Context: an optimization exercise on an open-source flow, tuned for small area. The choices shown serve that exercise and are no tape-out recipe. In this exercise RTL edits were held to simulation tests only and were not proved equivalent to the original. The flow treats the clock pin as an ideal source, which a real chip does not have. Power and IR drop assume default switching activity.

// fifo
module fifo (
	input [31:0] DI,
	input	RE,
	input	WE,
	input   clk,
	input	rst,
	output	[31:0] res,
	output	read_valid,
	output	r_err,
	output	w_err
);
export LEC_CHECK = 0
export ABC_AREA = 0
export CAP_MARGIN = 20
export CORE_MARGIN = 2
export CORE_UTILIZATION = 70
export SLEW_MARGIN = 20
export SYNTH_HIERARCHICAL = 1
export SYNTH_MINIMUM_KEEP_SIZE = 0
create_clock -name core_clock -period 5.0 [get_ports {clk}]
standard.sh (not shown) runs the stock make flow with config.mk's settings and CLKGATE_MAP_FILE= SYNTH_SCRIPT=/design/flow/synth_recipe.tcl, a recipe that flattens the netlist after the stock synthesis.
==> flow/flow/run.sh <==
#!/bin/bash
# Standard ORFS layout, with the smallest buffer on the ports, a clock
# tree of small buffers without dummy loads, and a pass after CTS that
# swaps cells for lower-drive ones of the same function where slew,
# capacitance and timing stay within margins.
set -euo pipefail
export BUFFER_PORTS_ARGS="-buffer_cell sky130_fd_sc_hd__buf_1"
export CTS_ARGS="-sink_clustering_enable -repair_clock_nets -dont_use_dummy_load -buf_list {sky130_fd_sc_hd__clkbuf_4} -sink_clustering_size 10 -sink_clustering_max_diameter 100"
bash standard.sh cts > standard_cts.log 2>&1
R=orfs/results/sky130hd/fifo/base
DS_ODB=$R/4_cts.odb DS_SDC=$R/4_cts.sdc openroad -no_init -exit flow/downsize.tcl > downsize.log 2>&1
bash standard.sh > standard.log 2>&1
Other scripts of this flow, unchanged in this note and not shown: flow/flow/downsize.tcl
==> next run, changes <==
- CORE_UTILIZATION: 70 -> 80
- PLACE_DENSITY: default -> 0.9
=>
- The new run finished clean
- global-route usage came out higher by 5.9 points
- non-clock buffer count stays the same
- sequential share of layout area falls by 0.49 points

========
## the previous run
fifo, a different RTL version from the one above (not shown whole).
Size in the first run: ~690 cells after synthesis, roughly 290 flip-flops, about 9300 µm² of cells after synthesis.
Settings: LEC_CHECK=0, ABC_AREA=0, CAP_MARGIN=0, CORE_MARGIN=2, CORE_UTILIZATION=70, SLEW_MARGIN=0, SYNTH_HIERARCHICAL=1, SYNTH_MINIMUM_KEEP_SIZE=0; clock period 5.0 ns.
==> flow/flow/run.sh <==
#!/bin/bash
# Standard ORFS layout with these changes:
# - synthesis is the standard flow's, but ABC maps with an area-oriented script
#   (flow/area.abc) instead of ORFS's speed script;
# - the ports get the smallest buffer;
# - the clock tree uses small buffers and no dummy loads;
# - after CTS, cells are swapped for lower-drive ones of the same
#   function where slew, capacitance and timing stay within margins.
set -euo pipefail
export FLOW_SYNTH=$PWD/synth_recipe.tcl
export AREA_ABC_SCRIPT=$PWD/flow/area.abc
export BUFFER_PORTS_ARGS="-buffer_cell sky130_fd_sc_hd__buf_1"
export CTS_ARGS="-sink_clustering_enable -repair_clock_nets -dont_use_dummy_load -buf_list {sky130_fd_sc_hd__clkbuf_4} -sink_clustering_size 10 -sink_clustering_max_diameter 100"
SYN=SYNTH_SCRIPT=$PWD/flow/synth_abc.tcl
bash standard.sh $SYN cts > standard_cts.log 2>&1
R=orfs/results/sky130hd/fifo/base
DS_SLEW_FRAC=0.1 DS_ODB=$R/4_cts.odb DS_SDC=$R/4_cts.sdc openroad -no_init -exit flow/downsize.tcl > downsize.log 2>&1
bash standard.sh $SYN finish > standard.log 2>&1
==> flow/flow/area.abc <==
&get -n
&st
&dch
&nf -a
&put
Other scripts of this flow, unchanged in this note and not shown: flow/flow/downsize.tcl, flow/flow/synth_abc.tcl
Changes in the current run relative to the previous run:
==> flow/flow/area.abc <==
&get -n
&st
&syn2
&dch -f
&nf -a -R 1000
&put
## What came out
The current run went all the way through the flow, and no timing, DRC or antenna check failed. The previous run did not stop at any stage, and its layout met the timing, design-rule and antenna checks. Taking the previous run as the reference, in the current run setup slack at placement now smaller, switching power total now larger. Note that the combinational power recorded for the current run amounts to 1.3 times the value seen in the previous run. Peak supply drop: the current run vs the previous run down 88 µV. On wire length, the lower figure sits with the current run, not the previous run. The previous run vs the current run, capturing element of the worst setup path: r_err vs sr[192]. In the current run relative to the previous run, sequential power had gone up by more than 10%. Setup slack in the current run is smaller than in the previous run.

separate check: timing with driven ports:
The results above use ideal ports. As a check the final layouts listed here were re-extracted and re-timed, cells and wires unchanged. Step 1 sets driving cells, clkbuf_16 on the clock port and buf_2 on the other inputs (assumed; they add their load-dependent delay and slew). Step 2 also shifts input and output timing later by t, the mid clock arrival at the registers, as if the neighbouring blocks saw the same clock. Slacks: ideal ports / drivers / drivers and shift; pairs: ideal ports / drivers.
| run | t (ns) | setup WS [ns] | worst setup path after step 2 | latest minus earliest clock arrival (ns) | pins driven straight from the clock port |
|---|---|---|---|---|---|
| the first run of note 1 | 0.961 | 1.700 / 1.666 / 2.174 | input to register | 0.119 / 0.119 | 1 |
| the second run of note 1 | 0.607 | 2.132 / 2.097 / 2.234 | input to register | 0.059 / 0.059 | 1 |
| the previous run | 0.998 | 1.718 / 1.676 / 1.325 | input to register | 0.125 / 0.125 | 1 |
| the current run | 1.022 | 1.462 / 1.462 / 0.756 | input to register | 0.155 / 0.155 | 1 |
After both steps setup and hold are still met in every run listed. The setup slack of the current run, which loses most, moves by 0.000 ns with the drivers and by -0.706 ns with both steps.
